This is an optimization exercise on Yosys and OpenROAD, whose aim is small area, not a production implementation. In this exercise RTL edits were held to simulation tests only and were not proved equivalent to the original. The clock input has no modelled driver; a real chip could not lean on it and would need a root buffer or a full tree. No activity file was given, so power comes from the tool's default toggle rates.

the baseline:
// simondicefinal
module simondicefinal (
  input rst,
  input clk,
  input gen,
  input in1,
  input in2,
  input in3,
  input in4,
  output rgen,
  output led1,
  output led2,
  output led3,
  output led4,
  output win,
  output lose,
  output [3:0] oute
);
clock: 10.0 ns
lec_check: 0
abc_area: 1
cap_margin: 20
core_margin: 2
core_utilization: 80
slew_margin: 20
standard.sh (not shown) runs the stock make flow with config.mk's settings and CLKGATE_MAP_FILE= SYNTH_SCRIPT=/design/flow/synth_recipe.tcl, a recipe that flattens the netlist after the stock synthesis.
==> flow/flow/run.sh <==
#!/bin/bash
# Layout flow: the standard flow (standard.sh) with two changes.
#  - Synthesis is the standard one, except that ABC maps the logic with
#    flow/abc_area.script (repeated area mapping) instead of ORFS's
#    abc_area.script; the flip-flops are mapped before ABC, as usual.
#  - The clock tree is built by flow/clock_tree.tcl: the clock port drives
#    four clock buffers, one per quadrant of the placed flip-flops, instead of
#    TritonCTS's H-tree with its dummy loads.
# Each tool's output goes to a log file of its own here.
set -euo pipefail
cd "$(dirname "$0")/.."
rm -rf scripts_abc
cp -r "$FLOW_HOME/scripts" scripts_abc
cp flow/abc_area.script scripts_abc/abc_area.script
bash standard.sh SCRIPTS_DIR="$PWD/scripts_abc" synth > standard_synth.log 2>&1
bash standard.sh floorplan place > standard_place.log 2>&1
openroad -no_init -exit flow/clock_tree.tcl > clock_tree.log 2>&1
bash standard.sh finish > standard_finish.log 2>&1
==> flow/flow/abc_area.script <==
strash
dch -f
map -a
mfs2
strash
dch -f
map -a
mfs2
strash
dch -f
map -a
mfs2
strash
dch -f
map -a
topo
Other scripts of this flow, unchanged in this note and not shown: flow/flow/clock_tree.tcl
#### Input delta (the candidate over the baseline)
--- a/flow/flow/run.sh
+++ b/flow/flow/run.sh
@@ -2 +2 @@
-# Layout flow: the standard flow (standard.sh) with two changes.
+# Layout flow: the standard flow (standard.sh) with these changes.
@@ -5 +5,3 @@
-#    abc_area.script; the flip-flops are mapped before ABC, as usual.
+#    abc_area.script, and adders are left to ABC instead of being mapped to
+#    half/full adder cells first; the flip-flops are mapped before ABC, as
+#    usual.
@@ -8,0 +11,2 @@
+#  - Every input and output port still gets a buffer, but the smallest
+#    buffer cell (buf_1) instead of clkdlybuf4s50_1.
@@ -15,2 +19,2 @@
-bash standard.sh SCRIPTS_DIR="$PWD/scripts_abc" synth > standard_synth.log 2>&1
-bash standard.sh floorplan place > standard_place.log 2>&1
+bash standard.sh SCRIPTS_DIR="$PWD/scripts_abc" ADDER_MAP_FILE= synth > standard_synth.log 2>&1
+BUFFER_PORTS_ARGS="-inputs -outputs -buffer_cell sky130_fd_sc_hd__buf_1" bash standard.sh floorplan place > standard_place.log 2>&1
==> flow/flow/abc_area.script <==
strash
&get -n
&fraig -x
&put
dc2
dch -f
amap
mfs2
strash
dch -f
amap
mfs2
strash
dch -f
amap
topo
Results
Met2 layer wire length in the routed design (the candidate vs. the baseline) decreases by more than 10%
The higher number of combinational gates with multiple inputs of the candidate and the baseline is in the baseline.
What the baseline reported for tap cell instance count has to be multiplied by 0.77 to get the figure for the candidate.
Compared to the baseline, the candidate was floorplanned on a smaller die.
The baseline → the candidate: fraction of final layout cells sized beyond drive strength 1 fell by 0.51 points, worst setup slack after layout rose by 300 ps.
No run of this note takes its clock network from TritonCTS; it comes from the design's own scripts or RTL.

The RTL this note starts from:
==> flow/design.v <==
module simondicefinal (
  input rst,
  input clk,
  input gen,
  input in1,
  input in2,
  input in3,
  input in4,
  output rgen,
  output led1,
  output led2,
  output led3,
  output led4,
  output win,
  output lose,
  output [3:0] oute
);
  wire r = ~rst;
  wire g = ~gen;
  wire [3:0] b = ~{in4, in3, in2, in1};
  wire any = |b;
  reg [6:0] q;
  reg tk;                
  always @(posedge clk) begin
    if (r) begin
      q <= 7'h7f;
      tk <= 1'b0;
    end else begin
      q <= q + 7'd1;
      tk <= q[1] & ~q[0];
    end
  end
  localparam [3:0] S0 = 4'd0, S1 = 4'd1, S2 = 4'd2, ST = 4'd3, S7 = 4'd4, SH = 4'd5,
                   SP = 4'd6, S13 = 4'd7, S14 = 4'd8, AS = 4'd9, AW = 4'd10, AD = 4'd11,
                   AC = 4'd12, S16 = 4'd13, S28 = 4'd14, S29 = 4'd15;
  reg [3:0] st, ns;
  reg [7:0] c;           
  reg [1:0] k;           
  reg [1:0] c1, c2, c3, c4;    
  reg [3:0] lq;          
  reg [3:0] l;
  wire first = (st == S0);
  wire t16 = c[4];
  wire c161 = c[7] & c[5] & c[0];
  wire [1:0] ck = (k == 2'd0) ? c1 : (k == 2'd1) ? c2 : (k == 2'd2) ? c3 : c4;
  wire [3:0] ohs = 4'b1 << ck;
  wire [3:0] ohk = {ohs[2:0], ohs[3]};     
  wire k3 = (k == 2'd3);
  always @(*) begin
    ns = st;
    case (st)
      S0: ns = S1;
      S1: if (c161) ns = S2; else if (g) ns = ST;
      S2: ns = S1;
      ST: if (t16) ns = k3 ? S7 : S2;
      S7: ns = SH;
      SH: if (t16) ns = k3 ? S13 : SP; else if (any) ns = S14;
      SP: if (t16) ns = SH;
      S13: if (t16) ns = S7;
      S14: ns = (b & ohk) != 4'd0 ? AS : S16;
      AS: if (!any) ns = AW;
      AW: if (any) ns = AD;
      AD: ns = AC;
      AC: ns = (b == ohk) ? (k3 ? S28 : AS) : S16;
      S16: ns = S16;
      S28: ns = S29;
      default: ns = S29;
    endcase
  end
  always @(*) begin
    case (st)
      S0, S1, S2, ST, S7, SP, S13: l = 4'b0;
      SH, AS: l = lq | ohk;
      AW, S28: l = lq | 4'b0001;
      AD: l = (k == 2'd1) ? 4'b0 : lq | 4'b0001;
      AC: l = (k == 2'd1) ? lq | 4'b0001 : (k == 2'd2) ? 4'b0 : lq | ohk;
      S29: l = 4'b1111;
      default: l = lq;
    endcase
  end
  wire cnt = (st == S1) | (st == ST) | (st == SH) | (st == SP) | (st == S13);
  wire cclr = (st == S1) ? (c161 | g) : (t16 | ~cnt);
  always @(posedge clk) begin
    if (r)
      st <= S0;
    else if (tk)
      st <= ns;
  end
  always @(posedge clk) begin
    lq <= l;
    c <= (tk & cclr) ? 8'd0 : c + {7'd0, tk};
    if (tk) begin
      if (first)
        k <= 2'd0;
      else if (((st == ST || st == SH) && t16) || (st == AS && !any))
        k <= k + 2'd1;
      else if (st == SH && any)
        k <= 2'd0;
      if (st == S1) begin
        case (k)
          2'd0: c1 <= c[1:0];
          2'd1: c2 <= c[1:0];
          2'd2: c3 <= c[1:0];
          default: c4 <= c[1:0];
        endcase
      end
    end
  end
  assign rgen = (st == S1) | (st == ST) | (st == S13);
  assign {led4, led3, led2, led1} = l;
  assign win = (st == S29);
  assign lose = (st == S16);
  reg [1:0] m3, m3h;
  wire w3 = m3[1];
  wire w9 = m3[1] & m3h[1];
  always @(posedge clk) begin
    if (r) begin
      m3 <= 2'd0;
      m3h <= 2'd0;
    end else if (tk) begin
      m3 <= w3 ? 2'd0 : m3 + 2'd1;
      if (w3)
        m3h <= m3h[1] ? 2'd0 : m3h + 2'd1;
    end
  end
  wire w4 = q[3] & q[2];
  wire w32 = &q[6:2];
  wire [1:0] p = q[1:0];
  reg [8:0] a0, a1, a2, a3;
  reg f431, f443, f181, f179;
  wire wa = (p == 2'd0) ? f431 : (p == 2'd1) ? f443 : (p == 2'd2) ? f181 : f179;
  wire [8:0] na = first ? 9'd1 : wa ? 9'd0 : {a0[7:0], ~(a0[4] ^ a0[8])};
  always @(posedge clk) begin
    a0 <= a1;
    a1 <= a2;
    a2 <= a3;
    a3 <= na;
  end
  reg [5:0] b0, b1, b2, b3;
  reg f47, f37, f25, f11;
  wire wb = (p == 2'd0) ? f47 : (p == 2'd1) ? f37 : (p == 2'd2) ? f25 : f11;
  wire [5:0] nb = first ? 6'd1 : wb ? 6'd0 : {b0[4:0], ~(b0[4] ^ b0[5])};
  always @(posedge clk) begin
    b0 <= b1;
    b1 <= b2;
    b2 <= b3;
    b3 <= nb;
  end
  always @(posedge clk) begin
    if (tk) begin
      f431 <= a1[8] & ~a1[7] & ~a1[6] & ~a1[5] & a1[4] & a1[2] & a1[1] & ~a1[0];
      f443 <= ~a2[8] & ~a2[7] & ~a2[6] & a2[5] & ~a2[4] & a2[3] & ~a2[2] & ~a2[1] & ~a2[0];
      f181 <= a3[8] & ~a3[7] & a3[6] & ~a3[4] & ~a3[1];
      f179 <= ~na[8] & na[6] & ~na[5] & na[4] & ~na[2];
      f47 <= ~b1[5] & b1[4] & ~b1[3] & ~b1[1];
      f37 <= ~b2[4] & b2[3] & ~b2[1] & b2[0];
      f25 <= b3[5] & ~b3[3] & ~b3[0];
      f11 <= nb[5] & ~nb[4];
    end
  end
  wire e_do  = w3 & f11 & f181;
  wire e_re  = w4 & f25 & f47;
  wire e_mi  = f11 & f431;
  wire e_fa  = f25 & f179;
  wire e_sol = w9 & f443;
  wire e_la  = w32 & w3 & f37;
  wire eni = any | win | lose;
  wire co = ~first & (b[0] ? e_do : b[1] ? e_re : b[2] ? e_mi : b[3] ? e_fa :
            win ? e_sol : lose ? e_la : 1'b0);
  reg coq;
  reg [4:0] ni;
  wire step = co & ~coq & eni;
  reg nf;
  always @(*) begin
    case (ni)
      5'd0, 5'd1, 5'd2, 5'd3, 5'd4, 5'd5, 5'd6, 5'd7, 5'd8, 5'd9, 5'd11, 5'd13, 5'd15, 5'd26, 5'd28, 5'd30: nf = 1'b1;
      default: nf = 1'b0;
    endcase
  end
  reg [3:0] d;
  always @(*) begin
    case (ni)
      5'd3: d = 4'h8;
      5'd7: d = 4'h9;
      5'd15: d = 4'ha;
      5'd31: d = 4'hc;
      5'd30: d = 4'hd;
      5'd29: d = 4'he;
      5'd26: d = 4'hf;
      5'd21: d = 4'hf;
      5'd10: d = 4'hf;
      5'd20: d = 4'hf;
      5'd8: d = 4'he;
      5'd17: d = 4'hd;
      5'd2: d = 4'hc;
      5'd5: d = 4'hb;
      5'd11: d = 4'ha;
      5'd23: d = 4'h8;
      5'd14: d = 4'h7;
      5'd28: d = 4'h5;
      5'd25: d = 4'h4;
      5'd18: d = 4'h3;
      5'd4: d = 4'h2;
      5'd9: d = 4'h1;
      5'd19: d = 4'h0;
      5'd6: d = 4'h0;
      5'd13: d = 4'h0;
      5'd27: d = 4'h0;
      5'd22: d = 4'h1;
      5'd12: d = 4'h2;
      5'd24: d = 4'h3;
      5'd16: d = 4'h5;
      5'd0: d = 4'h6;
      5'd1: d = 4'h8;
      default: d = 4'h0;
    endcase
  end
  always @(posedge clk) begin
    if (r) begin
      coq <= 1'b0;
      ni <= 5'd3;
    end else begin
      coq <= co;
      if (step)
        ni <= {ni[3:0], nf};
    end
  end
  assign oute = d;
endmodule
Settings: LEC_CHECK=0, ABC_AREA=1, CAP_MARGIN=20, CORE_MARGIN=2, CORE_UTILIZATION=80, SLEW_MARGIN=20; clock period 10.0 ns.
==> flow/flow/run.sh <==
#!/bin/bash
# Layout flow: the standard flow (standard.sh) with these changes.
#  - Synthesis is the standard one, except that ABC maps the logic with
#    flow/abc_area.script (repeated area mapping) instead of ORFS's
#    abc_area.script; the flip-flops are mapped before ABC, as usual.
#  - The clock tree is built by flow/clock_tree.tcl: the clock port drives
#    four clock buffers, one per quadrant of the placed flip-flops, instead of
#    TritonCTS's H-tree with its dummy loads.
#  - Every input and output port still gets a buffer, but the smallest
#    buffer cell (buf_1) instead of clkdlybuf4s50_1.
# Each tool's output goes to a log file of its own here.
set -euo pipefail
cd "$(dirname "$0")/.."
rm -rf scripts_abc
cp -r "$FLOW_HOME/scripts" scripts_abc
cp flow/abc_area.script scripts_abc/abc_area.script
bash standard.sh SCRIPTS_DIR="$PWD/scripts_abc" synth > standard_synth.log 2>&1
BUFFER_PORTS_ARGS="-inputs -outputs -buffer_cell sky130_fd_sc_hd__buf_1" bash standard.sh floorplan place > standard_place.log 2>&1
openroad -no_init -exit flow/clock_tree.tcl > clock_tree.log 2>&1
bash standard.sh finish > standard_finish.log 2>&1
Other scripts of this flow, unchanged in this note and not shown: flow/flow/abc_area.script, flow/flow/clock_tree.tcl
The first run finished with timing, DRC and antenna clean.
Next try:
--- a/flow/flow/run.sh
+++ b/flow/flow/run.sh
@@ -1,4 +1,4 @@
 #!/bin/bash
-# Layout flow: the standard flow (standard.sh) with these changes.
+# Layout flow: the standard flow (standard.sh) with two changes.
 #  - Synthesis is the standard one, except that ABC maps the logic with
 #    flow/abc_area.script (repeated area mapping) instead of ORFS's
After rerunning: Worst hold slack does not change; design area is unchanged; wire length is unchanged; synthesized cell count stays the same; sequential power hardly moves; fmax does not change.
In every run of this note, the design's own scripts or RTL, not TritonCTS, make the clock network.

re-timing with driven ports:
Ports are ideal in the flow. The routed layouts listed here were re-timed in OpenROAD. Step 1 assumes that a clkbuf_16 drives the clock port and a buf_2 every other input. Step 2 also shifts input and output timing later by t, the mid clock arrival at the registers, as if the neighbouring blocks saw the same clock. Slacks: ideal / step 1 / step 2; pairs: ideal / step 1.
run	t, ns	setup slack, ns	hold slack, ns	worst data-port slew with drivers (ns)
the baseline	0.232	5.197 / 5.125 / 5.357	0.338 / 0.338 / 0.338	0.04
the candidate	0.235	5.498 / 5.425 / 5.660	0.335 / 0.335 / 0.335	0.03
the first run of note 2	0.236	5.613 / 5.537 / 5.773	0.317 / 0.317 / 0.317	0.03
the second run of note 2	0.236	5.613 / 5.537 / 5.773	0.317 / 0.317 / 0.317	0.03
After both steps every run listed still meets setup and hold.
